Context: an optimization exercise on an open-source flow, tuned for small area and a short achievable clock period. The choices shown serve that exercise and are no tape-out recipe. Function was checked by simulation only, so behaviour that the tests miss may differ from the original.

## run A
## DF_Fir_Tree
module DF_Fir_Tree (clk, clk_enable, reset, filter_in, filter_out);
  input clk;
  input clk_enable;
  input reset;
  input signed [15:0] filter_in;
  output signed [32:0] filter_out;
  reg signed [15:0] d0, d1, d2, d3, d4, d5, d6, d7;
  reg signed [16:0] pa, pb;
  reg signed [32:0] output_register;
  reg [32:0] Rs, Rc;
  wire signed [16:0] pa_n = (d0 + d4);
  wire signed [16:0] pb_n = (d1 + d3);
  wire t_1 = pb[1] ^ d3[0];
  wire t_2 = pb[1] & d3[0];
  wire t_3, t_4;
  fir_fa ut_3 (.a(pb[2]), .b(pb[0]), .c(d3[1]), .s(t_3), .co(t_4));
  wire t_5, t_6;
  fir_fa ut_5 (.a(~d7[0]), .b(pa[1]), .c(t_2), .s(t_5), .co(t_6));
  wire t_7 = pa[2] ^ d7[1];
  wire t_8 = pa[2] | d7[1];
  wire t_9, t_10;
  fir_fa ut_9 (.a(d0[0]), .b(pa[0]), .c(pb[3]), .s(t_9), .co(t_10));
  wire t_11, t_12;
  fir_fa ut_11 (.a(pb[1]), .b(d3[2]), .c(d6[0]), .s(t_11), .co(t_12));
  wire t_13, t_14;
  fir_fa ut_13 (.a(~pa[1]), .b(t_7), .c(t_4), .s(t_13), .co(t_14));
  wire t_15, t_16;
  fir_fa ut_15 (.a(t_9), .b(t_11), .c(t_6), .s(t_15), .co(t_16));
  wire t_17 = d0[1] ^ pa[1];
  wire t_18 = d0[1] | pa[1];
  wire t_19, t_20;
  ...
clock: 13.0 ns
lec_check: 0
cap_margin: 20
core_margin: 2
core_utilization: 40
cts_cluster_diameter: 100
cts_cluster_size: 20
place_density: 0.6
slew_margin: 20
synth_hierarchical: 1
synth_minimum_keep_size: 0
standard.sh (not shown) runs the stock make flow with config.mk's settings and CLKGATE_MAP_FILE= SYNTH_SCRIPT=/design/flow/synth_recipe.tcl, a recipe that flattens the netlist after the stock synthesis.
==> flow/flow/run.sh <==
#!/bin/bash
# Standard ORFS layout with two changes to how it is optimised:
#  - port buffers use buf_2 instead of the resizer's default pick;
#  - repair_timing aims for extra setup slack on the worst endpoints.
# Everything else (synthesis, floorplan, CTS, routing) is the standard.sh.
set -euo pipefail
bash standard.sh \
  "BUFFER_PORTS_ARGS=-buffer_cell sky130_fd_sc_hd__buf_2" \
  SETUP_SLACK_MARGIN=8.9 \
  TNS_END_PERCENT=10 \
  finish > standard_make.log 2>&1
Setup changes, run A to run B
Settings: clearing CTS_CLUSTER_DIAMETER, which used to be 100; swapping 20 for 60 in SLEW_MARGIN; clearing CTS_CLUSTER_SIZE, which used to be 20.
==> flow/run.sh (new file) <==
#!/bin/bash
# synth_recipe.tcl (not shown) runs the flow's synth.tcl, then flattens the netlist and writes it again
# the make line also repeats each setting of config.mk as NAME=value (left out here)
make -C /OpenROAD-flow-scripts/flow DESIGN_CONFIG=/design/flow/config.mk WORK_HOME=/design/flow/orfs CLKGATE_MAP_FILE= SYNTH_SCRIPT=/design/flow/synth_recipe.tcl finish
removed: flow/flow/run.sh
removed: flow/standard.sh
==> comparison <==
In run B, post-route fraction of the period consumed by the critical path is higher than in run A.
Against run A, via-per-instance ratio in run B fell slightly.
Inputs modified between run B and run C:
Settings: SLEW_MARGIN now 20, was 60; CTS_CLUSTER_SIZE now 15, previously not set; CTS_CLUSTER_DIAMETER now 80, previously not set; CTS_BUF_LIST now sky130_fd_sc_hd__clkbuf_8, previously not set.
==> flow/flow/run.sh (new file) <==
#!/bin/bash
# Standard ORFS layout with two changes to how it is optimised:
#  - port buffers use buf_2 instead of the resizer's default pick;
#  - repair_timing aims for extra setup slack on the worst endpoints.
# Everything else (synthesis, floorplan, CTS, routing) is the standard.sh.
set -euo pipefail
bash standard.sh \
  "BUFFER_PORTS_ARGS=-buffer_cell sky130_fd_sc_hd__buf_1" \
  SETUP_SLACK_MARGIN=8.9 \
  TNS_END_PERCENT=10 \
  finish > standard_make.log 2>&1
==> flow/standard.sh (new file) <==
#!/bin/bash
# synth_recipe.tcl (not shown) runs the flow's synth.tcl, then flattens the netlist and writes it again
# the make line also repeats each setting of config.mk as NAME=value (left out here)
make -C /OpenROAD-flow-scripts/flow DESIGN_CONFIG=/design/flow/config.mk WORK_HOME=/design/flow/orfs CLKGATE_MAP_FILE= SYNTH_SCRIPT=/design/flow/synth_recipe.tcl "${@:-finish}"
removed: flow/run.sh
Changes observed in run C relative to run B: worst hold slack grew by 0.0059 ns.
Between run C and run B, the number of sequential cells in the layout does not differ in any meaningful way.
The core of run C is less densely filled than that of run B.

-- afterwards: timing with drivers on the ports --
The flow's constraints put no driver on any port. The routed layouts listed below were extracted and timed again, unchanged, in two steps.
Step 1: set_driving_cell puts a clkbuf_16 on clk and a buf_2 on each other input, an assumption about the parent block.
Step 2 also shifts input and output timing later by t, the mid clock arrival at the registers, as if the neighbouring blocks saw the same clock.
a / b / c = no drivers / after step 1 / after step 2; a / b = the first two.
run | shift t [ns] | setup WS [ns] | worst setup path after step 2 | latest minus earliest clock arrival (ns) | worst register clock-pin slew, ns
run A | 0.595 | 8.808 / 8.808 / 8.500 | input to register | 0.033 / 0.033 | 0.09 / 0.09
run B | 0.610 | 8.430 / 8.430 / 8.430 | register to register | 0.038 / 0.038 | 0.06 / 0.06
run C | 0.657 | 8.771 / 8.771 / 8.518 | input to register | 0.043 / 0.044 | 0.11 / 0.11
After both steps every run listed still meets setup and hold. The setup slack of run A, which loses most, moves by 0.000 ns with the drivers and by -0.308 ns with both steps.
